This is an optimization exercise on Yosys and OpenROAD, whose aim is small area, a short achievable clock period and few clock cycles per item, not a production implementation.
At most, simulation tests tie the RTL to the original design; equivalence was not proved.
Power is estimated from default activity; no workload was simulated.

==> module Registers, before the edit <==
module Registers(
    input CLK,
    input RST,
    input [1:0] Read_Reg1,
    input [1:0] Read_Reg2,
    input [1:0] Write_Reg,
    input [7:0] Reg_Write_Data,
    input RegWrite,
    input [7:0] Result,
	input [3:0] SEL_REG,
	output [6:0] SEG_High,
	output [6:0] SEG_Low,
    output [7:0] Read_Data1,
    output [7:0] Read_Data2,
    output reg [7:0] Reg_Write_Data_Save
    );
	reg [7:0] register0;
	reg [7:0] register1;
	reg [7:0] register2;
	reg [7:0] register3;
	assign Read_Data1 = (Read_Reg1 == 2'b00) ? register0 :
						(Read_Reg1 == 2'b01) ? register1 :
						(Read_Reg1 == 2'b10) ? register2 :
						register3;
	assign Read_Data2 = (Read_Reg2 == 2'b00) ? register0 :
						(Read_Reg2 == 2'b01) ? register1 :
						(Read_Reg2 == 2'b10) ? register2 :
						register3;
	wire [6:0] s0h, s0l, s1h, s1l, s2h, s2l, s3h, s3l;
	v7_Segment V0H(.hex(register0[7:4]), .seg(s0h));
	v7_Segment V0L(.hex(register0[3:0]), .seg(s0l));
	v7_Segment V1H(.hex(register1[7:4]), .seg(s1h));
	v7_Segment V1L(.hex(register1[3:0]), .seg(s1l));
	v7_Segment V2H(.hex(register2[7:4]), .seg(s2h));
	v7_Segment V2L(.hex(register2[3:0]), .seg(s2l));
	v7_Segment V3H(.hex(register3[7:4]), .seg(s3h));
	v7_Segment V3L(.hex(register3[3:0]), .seg(s3l));
	wire p0 = SEL_REG[0] | (SEL_REG[3:1] == 3'b000);
	wire p1 = ~SEL_REG[0] & SEL_REG[1];
	wire p2 = ~SEL_REG[0] & ~SEL_REG[1] & SEL_REG[2];
	wire p3 = ~SEL_REG[0] & ~SEL_REG[1] & ~SEL_REG[2] & SEL_REG[3];
	assign SEG_High = ({7{p0}} & s0h) | ({7{p1}} & s1h) | ({7{p2}} & s2h) | ({7{p3}} & s3h);
	assign SEG_Low  = ({7{p0}} & s0l) | ({7{p1}} & s1l) | ({7{p2}} & s2l) | ({7{p3}} & s3l);
	wire [7:0] wd = Reg_Write_Data & {8{~RST}};
	wire we = RegWrite & ~RST;
	wire en0 = RST | (we & (Write_Reg == 2'b00));
	wire en1 = RST | (we & (Write_Reg == 2'b01));
	wire en2 = RST | (we & (Write_Reg == 2'b10));
	wire en3 = RST | (we & (Write_Reg == 2'b11));
	always @(posedge CLK) begin
		if(en0) register0 <= wd;
		if(en1) register1 <= wd;
		if(en2) register2 <= wd;
		if(en3) register3 <= wd;
	end
	always @(posedge CLK or posedge RST) begin
		if(RST) begin
			Reg_Write_Data_Save <= 0;
		end else begin
			Reg_Write_Data_Save <= Result;
		end
	end
endmodule
==> module Microprocessor, before the edit <==
module Microprocessor(
    input [7:0] Instruction,
    input CLK_IN,
    input RST,
	input [3:0] SEL_REG,
    output [7:0] Read_Address,	 
    output [6:0] SEG1,   
	output [6:0] SEG2,	 
	output [6:0] SEG3,   
	output [6:0] SEG4,	 
	output [6:0] SEG5,   
	output [6:0] SEG6	 
    );
	wire [1:0] op = Instruction[7:6];
	wire [1:0] rs = Instruction[5:4];
	wire [1:0] rt = Instruction[3:2];
	wire [1:0] rd = Instruction[1:0];
	wire [7:0] Imm;
	wire [7:0] Read_Data1, Read_Data2, Read_Data;
	wire [7:0] Reg_Write_Data_Save;
	Sign_Extend SE1(.IN(Instruction[1:0]), .OUT(Imm));
	wire is_load  = (op == 2'b01);
	wire is_store = (op == 2'b10);
	wire is_jump  = (op == 2'b11);
	wire [7:0] Sum  = Read_Data1 + Read_Data2;	 
	wire [7:0] Addr = Read_Data1 + Imm;		 
	wire [7:0] Result = is_load ? Read_Data : (is_store ? Addr : Sum);
	PC P1(.CLK(CLK_IN), .RST(RST), .Jump(is_jump), .Imm(Imm), .PCout(Read_Address));
	Registers R1(.CLK(CLK_IN), .RST(RST), .Read_Reg1(rs), .Read_Reg2(rt),
				.Write_Reg(is_load ? rt : rd), .Reg_Write_Data(is_load ? Read_Data : Sum),
				.RegWrite(op[1] == 1'b0), .Result(Result),
				.Read_Data1(Read_Data1), .Read_Data2(Read_Data2),
				.Reg_Write_Data_Save(Reg_Write_Data_Save),
				.SEL_REG(SEL_REG), .SEG_High(SEG5), .SEG_Low(SEG6));
	Data_Memory D1(.CLK(CLK_IN), .RST(RST), .Address(Addr[4:0]),
				.Write_Data(Read_Data2), .MemWrite(is_store), .Read_Data(Read_Data));
	v7_Segment V1(.hex(Reg_Write_Data_Save[7:4]), .seg(SEG1));
	v7_Segment V2(.hex(Reg_Write_Data_Save[3:0]), .seg(SEG2));
	v7_Segment V3(.hex(Read_Address[7:4]), .seg(SEG3));
	v7_Segment V4(.hex(Read_Address[3:0]), .seg(SEG4));
endmodule
clock: 6.0 ns
lec_check: 0
cap_margin: 20
core_margin: 2
core_utilization: 40
setup_slack_margin: 2
slew_margin: 20
run.sh (not shown) runs the stock make flow with config.mk's settings and CLKGATE_MAP_FILE= SYNTH_SCRIPT=/design/flow/synth_recipe.tcl, a recipe that flattens the netlist after the stock synthesis.
Next try:
--- a/flow/design.v
+++ b/flow/design.v
@@ -92,7 +92,6 @@
     input RegWrite,
     input [7:0] Result,
-	input [3:0] SEL_REG,
-	output [6:0] SEG_High,
-	output [6:0] SEG_Low,
+	input [1:0] Reg_Data_Select,
+	output [7:0] Reg_Data,
     output [7:0] Read_Data1,
     output [7:0] Read_Data2,
@@ -111,30 +110,22 @@
 						(Read_Reg2 == 2'b10) ? register2 :
 						register3;
-	wire [6:0] s0h, s0l, s1h, s1l, s2h, s2l, s3h, s3l;
-	v7_Segment V0H(.hex(register0[7:4]), .seg(s0h));
-	v7_Segment V0L(.hex(register0[3:0]), .seg(s0l));
-	v7_Segment V1H(.hex(register1[7:4]), .seg(s1h));
-	v7_Segment V1L(.hex(register1[3:0]), .seg(s1l));
-	v7_Segment V2H(.hex(register2[7:4]), .seg(s2h));
-	v7_Segment V2L(.hex(register2[3:0]), .seg(s2l));
-	v7_Segment V3H(.hex(register3[7:4]), .seg(s3h));
-	v7_Segment V3L(.hex(register3[3:0]), .seg(s3l));
-	wire p0 = SEL_REG[0] | (SEL_REG[3:1] == 3'b000);
-	wire p1 = ~SEL_REG[0] & SEL_REG[1];
-	wire p2 = ~SEL_REG[0] & ~SEL_REG[1] & SEL_REG[2];
-	wire p3 = ~SEL_REG[0] & ~SEL_REG[1] & ~SEL_REG[2] & SEL_REG[3];
-	assign SEG_High = ({7{p0}} & s0h) | ({7{p1}} & s1h) | ({7{p2}} & s2h) | ({7{p3}} & s3h);
-	assign SEG_Low  = ({7{p0}} & s0l) | ({7{p1}} & s1l) | ({7{p2}} & s2l) | ({7{p3}} & s3l);
-	wire [7:0] wd = Reg_Write_Data & {8{~RST}};
-	wire we = RegWrite & ~RST;
-	wire en0 = RST | (we & (Write_Reg == 2'b00));
-	wire en1 = RST | (we & (Write_Reg == 2'b01));
-	wire en2 = RST | (we & (Write_Reg == 2'b10));
-	wire en3 = RST | (we & (Write_Reg == 2'b11));
+	assign Reg_Data = (Reg_Data_Select == 2'b00) ? register0 :
+					  (Reg_Data_Select == 2'b01) ? register1 :
+					  (Reg_Data_Select == 2'b10) ? register2 :
+					  register3;
 	always @(posedge CLK) begin
-		if(en0) register0 <= wd;
-		if(en1) register1 <= wd;
-		if(en2) register2 <= wd;
-		if(en3) register3 <= wd;
+		if(RST) begin
+			register0 <= 0;
+			register1 <= 0;
+			register2 <= 0;
+			register3 <= 0;
+		end else if(RegWrite == 1'b1) begin
+			case(Write_Reg)
+				2'b00 : register0 <= Reg_Write_Data;
+				2'b01 : register1 <= Reg_Write_Data;
+				2'b10 : register2 <= Reg_Write_Data;
+				2'b11 : register3 <= Reg_Write_Data;
+			endcase
+		end
 	end
 	always @(posedge CLK or posedge RST) begin
@@ -224,5 +215,7 @@
 	wire [7:0] Imm;
 	wire [7:0] Read_Data1, Read_Data2, Read_Data;
+	wire [7:0] Reg_Data;
 	wire [7:0] Reg_Write_Data_Save;
+	wire [1:0] Reg_Data_Select;
 	Sign_Extend SE1(.IN(Instruction[1:0]), .OUT(Imm));
 	wire is_load  = (op == 2'b01);
@@ -233,4 +226,5 @@
 	wire [7:0] Result = is_load ? Read_Data : (is_store ? Addr : Sum);
 	PC P1(.CLK(CLK_IN), .RST(RST), .Jump(is_jump), .Imm(Imm), .PCout(Read_Address));
+	Reg_Data_Select_Converter RDSC1(.IN(SEL_REG), .OUT(Reg_Data_Select));
 	Registers R1(.CLK(CLK_IN), .RST(RST), .Read_Reg1(rs), .Read_Reg2(rt),
 				.Write_Reg(is_load ? rt : rd), .Reg_Write_Data(is_load ? Read_Data : Sum),
@@ -238,5 +232,5 @@
 				.Read_Data1(Read_Data1), .Read_Data2(Read_Data2),
 				.Reg_Write_Data_Save(Reg_Write_Data_Save),
-				.SEL_REG(SEL_REG), .SEG_High(SEG5), .SEG_Low(SEG6));
+				.Reg_Data_Select(Reg_Data_Select), .Reg_Data(Reg_Data));
 	Data_Memory D1(.CLK(CLK_IN), .RST(RST), .Address(Addr[4:0]),
 				.Write_Data(Read_Data2), .MemWrite(is_store), .Read_Data(Read_Data));
@@ -245,3 +239,5 @@
 	v7_Segment V3(.hex(Read_Address[7:4]), .seg(SEG3));
 	v7_Segment V4(.hex(Read_Address[3:0]), .seg(SEG4));
-endmodule
+	v7_Segment V5(.hex(Reg_Data[7:4]), .seg(SEG5));
+	v7_Segment V6(.hex(Reg_Data[3:0]), .seg(SEG6));
+endmodule
The changed run finished clean.
Total power goes down by 43%.
Synthesized area goes down by 2.7%.
Wire length goes up by 8.8%.
First-iteration DRC count is about the same.
Design area goes up by 0.33%.
Via count goes up by 3.2%.
Clock skew goes up by 0.025 ns.
Maximum frequency goes up by 4.0%.
Count of clock-buffer cells in the layout goes up by 7.
Testbench counts after the change, summed over its fixed seeds: cycles 6,109, instructions 6,109.
Function not checked in the first run of this note: the RTL went through the layout flow alone.

-- afterwards: timing with drivers on the ports --
The results above use ideal ports. As a check the final layouts listed here were re-extracted and re-timed, cells and wires unchanged.
Step 1 (the two cells are an assumption about what drives the block):
set clk [get_ports {CLK_IN}]
set_driving_cell -lib_cell sky130_fd_sc_hd__clkbuf_16 $clk
set_driving_cell -lib_cell sky130_fd_sc_hd__buf_2 [delete_from_list [all_inputs] $clk]
Step 2 times the ports against the registers' clock, not the clock port: input delays grow and output delays shrink by t, the midpoint of the rising clock arrivals with the driver on.
a / b / c = ideal ports / drivers / drivers and shift; a / b = the first two.
run	t, ns	setup WS [ns]	pins driven straight from the clock port
the first run	0.627	1.801 / 1.801 / 1.174	1
the second run	0.582	1.964 / 1.931 / 1.444	1
After both steps every run listed still meets setup and hold. For the first run, which loses most, drivers alone change the setup slack by 0.000 ns; drivers and shift together by -0.627 ns.
